From an optimization exercise on the open Yosys and OpenROAD flow, aimed at small area; shortcuts taken in it are not production practice. The RTL was checked by simulation tests, not by an equivalence proof against the original design. Power figures rest on the tool's default switching activity, not on a simulated workload.

File: flow/config.mk
export PLATFORM = sky130hd
export DESIGN_NAME = Poly94_Video
export DESIGN_NICKNAME = Poly94_Video
export VERILOG_FILES = /design/flow/design.v
export SDC_FILE = /design/flow/constraint.sdc
export NUM_CORES = 4
export LEC_CHECK = 0
export CAP_MARGIN = 20
export CORE_MARGIN = 2
export CORE_UTILIZATION = 30
export PLACE_DENSITY = 0.42
export SLEW_MARGIN = 20
export SYNTH_MEMORY_MAX_BITS = 32768
File: flow/constraint.sdc
create_clock -name core_clock -period 10.0 [get_ports {clk_i}]
set_input_delay 2.0000 -clock core_clock [delete_from_list [all_inputs] [get_ports {clk_i}]]
set_output_delay 2.0000 -clock core_clock [all_outputs]
set_load 0.01 [all_outputs]
File: flow/design.v
typedef struct packed {
    logic hsync_n;
    logic vsync_n;
    logic blank_n;           
    logic next_line_visible;     
    logic end_of_line;           
    logic end_of_visible_line;   
    logic end_of_frame;      
    logic valid;
} VGA_Timing;
`default_nettype none
module VGA_Timing_Generator #(
    CLK_DIV
)(
    clk_i,
    rst_i,
    timing_o
);
input clk_i;
input rst_i;
output VGA_Timing timing_o;
localparam H_VISIBLE = 640;
localparam H_FRONT_PORCH = 16;
localparam H_BACK_PORCH = 44;
localparam H_TOTAL = H_VISIBLE + H_FRONT_PORCH + 96 + H_BACK_PORCH;
localparam V_VISIBLE = 480;
localparam V_FRONT_PORCH = 10;
localparam V_BACK_PORCH = 31;
localparam V_TOTAL = V_VISIBLE + V_FRONT_PORCH + 2 + V_BACK_PORCH;
logic[$clog2(CLK_DIV)-1:0] prescaler;
logic clk_en;            
reg[$clog2(V_TOTAL)-1:0] scanline;
reg[$clog2(V_TOTAL)-1:0] next_scanline;      
/*verilator lint_off UNUSED*/
reg[$clog2(H_TOTAL)-1:0] i;
/*verilator lint_on UNUSED*/
reg[$clog2(H_TOTAL)-1:0] next_i;
reg is_picture_line;
always_ff @ (posedge clk_i) begin
    if (rst_i) begin
        prescaler <= '0;
        clk_en <= '0;
    end else begin
        if (prescaler == '0) begin
            prescaler <= CLK_DIV - 1;
            clk_en <= '1;
        end else begin
            prescaler <= prescaler - 1;
            clk_en <= '0;
        end
    end
end
always @ (posedge clk_i) begin
    if (rst_i) begin
        scanline <= 0;
        next_scanline <= 0;
        i <= 0;
        next_i <= 0;
        is_picture_line <= 1'b0;
    end else if (clk_en) begin
        if (next_i == 0) begin
            if (next_scanline == 0) begin
                is_picture_line <= 1'b1;
            end
            if (next_scanline == V_VISIBLE) begin
                is_picture_line <= 1'b0;
            end
        end
        i <= next_i;
        scanline <= next_scanline;
        if (next_i < H_TOTAL-1) begin
            next_i <= next_i + 1'b1;
        end else begin
            next_i <= '0;
            if (scanline < V_TOTAL-1) begin
                next_scanline <= scanline + 1'b1;
            end else begin
                next_scanline <= 0;
            end
        end
    end
end
localparam H_SYNC_BEGIN =   H_VISIBLE + H_FRONT_PORCH;
localparam H_SYNC_END =     H_TOTAL - H_BACK_PORCH;
localparam V_SYNC_BEGIN =   V_VISIBLE + V_FRONT_PORCH;
localparam V_SYNC_END =     V_TOTAL - V_BACK_PORCH;
always @ (posedge clk_i) begin
    if (rst_i) begin
        timing_o.hsync_n <= 1'b1;
        timing_o.vsync_n <= 1'b1;
    end else if (clk_en) begin
        if (next_i == H_SYNC_BEGIN) begin
            timing_o.hsync_n <= 1'b0;
        end else if (next_i == H_SYNC_END) begin
            timing_o.hsync_n <= 1'b1;
        end
        if (next_i == 0 && next_scanline == V_SYNC_BEGIN) begin
            timing_o.vsync_n <= 1'b0;
        end else if (next_i == 0 && next_scanline == V_SYNC_END) begin
            timing_o.vsync_n <= 1'b1;
        end
        if (next_i < H_VISIBLE && next_scanline < V_VISIBLE) begin
            timing_o.blank_n <= 1'b1;
        end else begin
            timing_o.blank_n <= 1'b0;
        end
    end
    timing_o.next_line_visible <= (scanline + 1'b1 < V_VISIBLE || scanline == V_TOTAL-1);
end
always @ (posedge clk_i) begin
    if (clk_en && next_i == H_VISIBLE) begin
        timing_o.end_of_line <= 1'b1;
    end else begin
        timing_o.end_of_line <= 1'b0;
    end
    if (clk_en && is_picture_line && next_i == H_VISIBLE) begin
        timing_o.end_of_visible_line <= 1'b1;
    end else begin
        timing_o.end_of_visible_line <= 1'b0;
    end
end
always @ (posedge clk_i) begin
    if (clk_en && is_picture_line && next_i == H_VISIBLE && next_scanline == V_VISIBLE - 1) begin
        timing_o.end_of_frame <= 1'b1;
    end else begin
        timing_o.end_of_frame <= 1'b0;
    end
end
always_ff @ (posedge clk_i) begin
    if (rst_i) begin
        timing_o.valid <= '0;
    end else begin
        timing_o.valid <= clk_en;
    end
end
endmodule
`default_nettype none
module Video_Ctrl(
  clk_i,
  rst_i,
  fb_en_i,
  sdram_cmd_valid,
  sdram_cmd_ready,
  sdram_rdy,
  sdram_ack,
  sdram_addr_x16,
  sdram_resp_valid,
  sdram_resp_last,
  sdram_rdata,
  timing_i,
  timing_o,
  rgb_o
);
input             clk_i;
input             rst_i;
input             fb_en_i;
output reg        sdram_cmd_valid;
input             sdram_cmd_ready;
input             sdram_rdy;
output reg        sdram_ack;
output reg[23:0]  sdram_addr_x16;      
input             sdram_resp_valid;
input             sdram_resp_last;
input[15:0]       sdram_rdata;
input VGA_Timing  timing_i;
output VGA_Timing timing_o;
output reg[23:0]  rgb_o;
wire[5:0] fb_page = 6'h20;             
reg[15:0] line_buffer[0:319];       
reg[15:0] line_read_data;
reg[9:0] line_write_ptr;
reg[9:0] line_no;
localparam DISPLAY_W = 320;
localparam DISPLAY_H = 240;
localparam BURST_LEN = 64;
localparam BURST_BITS = 6;
always @ (posedge clk_i) begin
  sdram_ack <= 1'b0;
  if (sdram_cmd_valid && sdram_cmd_ready) begin
    sdram_cmd_valid <= '0;
  end
  if (rst_i) begin
    sdram_cmd_valid <= '0;
    sdram_addr_x16 <= 0;
    line_write_ptr <= 10'd0;
    line_no <= '0;
  end else begin
    if (timing_i.end_of_visible_line) begin
    end
    if (timing_i.end_of_line && timing_i.next_line_visible) begin
      line_write_ptr <= 10'd0;
      if (fb_en_i && line_no < DISPLAY_H) begin
        sdram_cmd_valid <= '1;
      end
    end
    if (sdram_ack) begin
      sdram_ack <= 1'b0;
      if (line_write_ptr < DISPLAY_W) begin
        sdram_cmd_valid <= '1;
      end
    end else if (sdram_resp_valid) begin
      if (line_write_ptr[BURST_BITS-1:0] == BURST_LEN - 1) begin
        sdram_ack <= 1'b1;
        sdram_addr_x16[17:0] <= sdram_addr_x16[17:0] + BURST_LEN;
      end
      if (line_write_ptr < DISPLAY_W)
        line_buffer[line_write_ptr[8:0]] <= sdram_rdata;
      line_write_ptr <= line_write_ptr + 1'b1;
    end
    if (timing_i.end_of_visible_line) begin
      line_no <= line_no + 1;
    end
    if (timing_i.end_of_frame) begin
      sdram_addr_x16[17:0] <= 18'h00000;
      line_no <= '0;
    end
  end
  sdram_addr_x16[23:18] <= fb_page;
end
reg[9:0] line_read_ptr;
always_ff @ (posedge clk_i) begin
  if (rst_i) begin
    line_read_ptr <= 10'd0;
  end else begin
    if (timing_i.end_of_visible_line) begin
      line_read_ptr <= 10'd0;
    end else if (timing_i.valid && timing_i.blank_n == '1) begin
      line_read_ptr <= line_read_ptr + 1'b1;
    end
  end
end
always_comb begin
  line_read_data = (line_read_ptr < DISPLAY_W) ? line_buffer[line_read_ptr[8:0]] : 16'h0000;
end
always_ff @ (posedge clk_i) begin
  if (rst_i) begin
    rgb_o <= 24'h000000;
  end else begin
    if (fb_en_i) begin
      if (line_no < DISPLAY_H && line_read_ptr < DISPLAY_W) begin
        rgb_o <= {line_read_data[15:11], line_read_data[15:13],  
                  line_read_data[10:5], line_read_data[10:9],    
                  line_read_data[4:0], line_read_data[2:0]};     
      end else begin
        rgb_o <= 24'h000000;
      end
    end else begin
      rgb_o <= 24'hFF00FF;
    end
  end
  timing_o <= timing_i;
end
endmodule
`default_nettype none
module Poly94_Video(
    input  wire        clk_i,
    input  wire        rst_i,
    input  wire        fb_en_i,
    output wire        sdram_cmd_valid_o,
    input  wire        sdram_cmd_ready_i,
    output wire [23:0] sdram_addr_x16_o,
    input  wire        sdram_resp_valid_i,
    input  wire        sdram_resp_last_i,
    input  wire [15:0] sdram_rdata_i,
    output wire        sdram_ack_o,
    output wire        hsync_n_o,
    output wire        vsync_n_o,
    output wire        blank_n_o,
    output wire        pixel_valid_o,
    output wire        end_of_visible_line_o,
    output wire        end_of_frame_o,
    output wire [23:0] vga_color_o
);
    wire VGA_Timing timing0;
    wire VGA_Timing timing1;
    VGA_Timing_Generator #(.CLK_DIV(2)) vgatm(
        .clk_i(clk_i),
        .rst_i(rst_i),
        .timing_o(timing0)
    );
    Video_Ctrl video_inst(
        .clk_i(clk_i),
        .rst_i(rst_i),
        .fb_en_i(fb_en_i),
        .sdram_cmd_valid(sdram_cmd_valid_o),
        .sdram_cmd_ready(sdram_cmd_ready_i),
        .sdram_rdy(1'b1),
        .sdram_ack(sdram_ack_o),
        .sdram_addr_x16(sdram_addr_x16_o),
        .sdram_resp_valid(sdram_resp_valid_i),
        .sdram_resp_last(sdram_resp_last_i),
        .sdram_rdata(sdram_rdata_i),
        .timing_i(timing0),
        .timing_o(timing1),
        .rgb_o(vga_color_o)
    );
    assign hsync_n_o = timing1.hsync_n;
    assign vsync_n_o = timing1.vsync_n;
    assign blank_n_o = timing1.blank_n;
    assign pixel_valid_o = timing1.valid;
    assign end_of_visible_line_o = timing1.end_of_visible_line;
    assign end_of_frame_o = timing1.end_of_frame;
endmodule
File: flow/run.sh
#!/bin/bash
# synth_recipe.tcl (not shown) runs the flow's synth.tcl, then flattens the netlist and writes it again
# the make line also repeats each setting of config.mk as NAME=value (left out here)
make -C /OpenROAD-flow-scripts/flow DESIGN_CONFIG=/design/flow/config.mk WORK_HOME=/design/flow/orfs CLKGATE_MAP_FILE= SYNTH_SCRIPT=/design/flow/synth_recipe.tcl finish
==> out/metrics.cfg <==
[clock_network]
cts_made_buffers = 575
clk_path_buf_depth = 4
clkTransAtPathRegs_ps = 60
cts_setup_buffers = 0
insertion_delay_ps = 1080
ctsResizeCount = 0
htree_levels = 6
tritoncts = yes
cts_hold_buf = 0
root_buffer = clkbuf_16
cts_sinks = 5235

[global_routing]
antenna_found_initial = 66
grt_pass1_wl_um = 874600
grt_max_degree = 168
track_usage = 0.1864
overflow = 0
grt_pass1_vias = 99830

[placed_design]
port_buffers = 64
dp_slack_ps = 3151
gp_congestion = 0.8157
dp_hpwl_um = 399200
placed_area_sq_mm = 0.2145
dp_cells = 17890

[sta]
drv_slew = 0
setup_ws_ps = 4364
clock.fmax_mhz = 177.4
final.setup.tns_ps = 0
fin_crit_ps = 5636
final_hold_viol_count = 0
setup_violations = 0
grt_setup_unrepaired = false
holdWs_ps = 379.7
clock_skew_ps = 65.51
tightest_slew_ps = 1249
slew_headroom = 0.1638
finalCritPeriodShare = 0.5636

[worst_setup_path]
cp_slowest_stage_delay_ps = 1140
rr_worst_depth = 8
crit_chain = clkdlybuf4s50_1 > nand2b_1 > buf_4 > or4_1 > buf_4 > nor3b_1 > nand2_1 > nor2_2
reg2reg_to = video_inst.rgb_o[13]
start_kind = input port
cp_common_cell = buf_4
slowest_stage = nor2_2
cp_max_fo = 16
rrSetupSlack_ps = 4660
critPathKind = in -> reg
arrival_ps = 6310
required_ps = 10670
critPathCaptureType = flop

[power]
pwr-share-clk = 0.444
finalPower_mw = 46.53
combinationalPowerShare = 0.037
powerDensity_mw_per_mm2 = 199.7
power.leakage_nw = 68.85
p_int_mw = 36.57
irDropWorstVdd_uv = 168.4
p_sw_mw = 9.963
swShare = 0.2141
p_seq_frac = 0.518

[run]
max_cap_viol_count = 0

[layout]
area_growth_pct = 15.68
drive_gt1_frac = 0.2832
seq_area_sq_mm = 0.1561
nNetsFinal = 9601
multiInputGateArea_sq_mm = 0.04389
layoutNonFillerInstCount = 18960
utilization = 0.3487
fillCellCount = 61890
final_cell_area_sq_mm = 0.2330

[die]
row_count = 300
die_x_um = 823.4
die_area_sq_mm = 0.6780
start_util = 0.3015
die_h_um = 823.4
ioPinCount = 78
core-area_sq_mm = 0.6681

[detailed_routing]
initialDrtViolationCount = 11570
wl_met2_um = 309300
dr_wl_met3_um = 43870
routedWlPerCell_um = 34.25
top_layer = met5
vias = 98260
routed_wl_um = 649200
drc = 0
drtPass1Iterations = 5
vias_per_cell = 5.183
ant_nets = 0
wl_met1_um = 279500

[synthesis]
syn_inst = 9140
async_flop_share = 0
syn_area_sq_mm = 0.2014
syn_area_per_cell_sq_um = 22.04
synth_edf_count = 5121
ys_ff_latch = 5235
synth_seq_area_share = 0.7748
synth_area_leader_cell = edfxtp_1
ys.flop_type = edfxtp_1
yosys-top-cells-area = edfxtp_1 76%, mux4_2 15%, mux2i_1 1.4%
yosysWarnings = 2
synth_top_area_share = 0.7635
ys_types = 79

[min_path]
hold_path_startpoint = vgatm.timing_o[6]
min_path_cells = 0
hp-class = reg -> reg
min_to = video_inst.timing_o[6]

[run_status]
status = no timing/DRC/antenna violations

-- power by group through the flow --
stage               clock network (mW)  registers (mW)  logic (mW)
floorplan                            0            24.6       0.902
global placement                     0            24.6        1.75
detailed placement                   0            24.6        1.78
CTS                               21.1            24.1        1.79
global route                      21.9            24.1        1.85
finish                            20.7            24.1        1.74
-- Yosys cell counts (29+ instances only) --
master / count
nor3_1: 46
o221ai_1: 59
mux4_2: 1321
a221oi_1: 29
clkbuf_1: 213
buf_2: 133
nor2_1: 462
a22oi_1: 86
nor2b_1: 32
xor2_1: 35
edfxtp_1: 5121
o21ai_0: 73
nand2_1: 265
buf_6: 54
a21oi_1: 111
o22ai_1: 93
buf_1: 46
mux2i_1: 272
dfxtp_1: 114
buf_4: 89
nand3_1: 80
-- worst max-delay path by stage --
stage	start	end	cells past startpoint
after floorplan	rst_i	video_inst.line_buffer[63][0]	4
after global placement	sdram_resp_valid_i	video_inst.line_buffer[75][11]	8
after detailed placement	sdram_resp_valid_i	video_inst.line_buffer[121][3]	9
after CTS	sdram_resp_valid_i	video_inst.line_buffer[121][14]	9
after global routing	sdram_resp_valid_i	video_inst.line_buffer[105][4]	8
final	sdram_resp_valid_i	video_inst.line_buffer[96][3]	8
-- area by class of cell --
cell class | count | area share
Antenna cell | 23 | 0.0002470
Clock buffer | 734 | 0.06617
Clock inverter | 299 | 0.01157
Inverter | 15 | 0.0003115
Multi-Input combinational cell | 3356 | 0.1884
Sequential cell | 5235 | 0.6699
Tap cell | 8909 | 0.04784
Timing Repair Buffer | 385 | 0.01559
-- worst max-delay path: cells and delay by family --
family | cells | cell delay [ps]
and+or+nand+nor | 5 | 3390
buffers and inverters | 3 | 900
-- layer usage --
metal,vias up,track usage
li1,39500,-
met1,54490,0.2606
met2,3537,0.3032
met3,728,0.03407
met4,10,0.04421
met5,-,0
-- state kept, by name, summed over array words and instances (netlist names), named ones only --
name,cells
vgatm.next_scanline,10
video_inst.timing_o,6
vgatm.next_i,10
vgatm.scanline,10
video_inst.line_read_ptr,10
video_inst.line_write_ptr,10
video_inst.rgb_o,16
video_inst.sdram_ack,1
vgatm.is_picture_line,1
vgatm.timing_o,8
video_inst.line_buffer,5120
video_inst.line_no,10
video_inst.sdram_cmd_valid,1
vgatm.clk_en,1
video_inst.sdram_addr_x16,12
-- cell families (layout without fill, tap and decap cells) --
| group | Yosys count | in the layout | share of synthesized area |
|---|---|---|---|
| multiplexers | 1617 | 1617 | 0.1626 |
| AND/OR/NAND/NOR | 1036 | 1036 | 0.02268 |
| other | 2 | 35 | 0.00003728 |
| adder cells (fa/ha/maj) | 11 | 11 | 0.0006833 |
| flip-flops | 5235 | 5235 | 0.7748 |
| AO/OA/AOI/OAI | 631 | 631 | 0.02166 |
| XOR/XNOR | 49 | 49 | 0.002131 |
| buffers and inverters | 559 | 1433 | 0.01547 |
-- placed cells by master, fill, tap and decap left out, types with 98 or more instances in the layout --
cell and instances:
mux2i_1 272, dfxtp_1 107, clkbuf_16 593, buf_4 274
nand2_1 245, nor2_2 192, clkbuf_1 136, nor2_1 172
mux4_2 1321, a21oi_1 110, nor2_4 98, clkinv_1 125
edfxtp_1 5121

port drivers added, routing unchanged:
No port has a modelled driver above. Below, the same layout with a new extraction and two added sets of constraints.
Step 1 (the two cells are an assumption about what drives the block):
set clk [get_ports {clk_i}]
set_driving_cell -lib_cell sky130_fd_sc_hd__clkbuf_16 $clk
set_driving_cell -lib_cell sky130_fd_sc_hd__buf_2 [delete_from_list [all_inputs] $clk]
Step 2, shift: input delay + t, output delay - t, t = (earliest + latest rising clock arrival at the registers) / 2. This alone moves slack from input paths to output paths.
a / b / c = no drivers / after step 1 / after step 2; a / b = the first two.
t, ns: 1.177
setup slack, ns: 4.364 / 4.467 / 3.290
hold slack, ns: 0.380 / 0.380 / 0.380
worst setup path at the end: input to register
slew at the worst register clock pin (ns): 0.07 / 0.07
After both steps setup and hold are still met in this run. For this run, drivers alone change the setup slack by +0.103 ns; drivers and shift together by -1.074 ns.
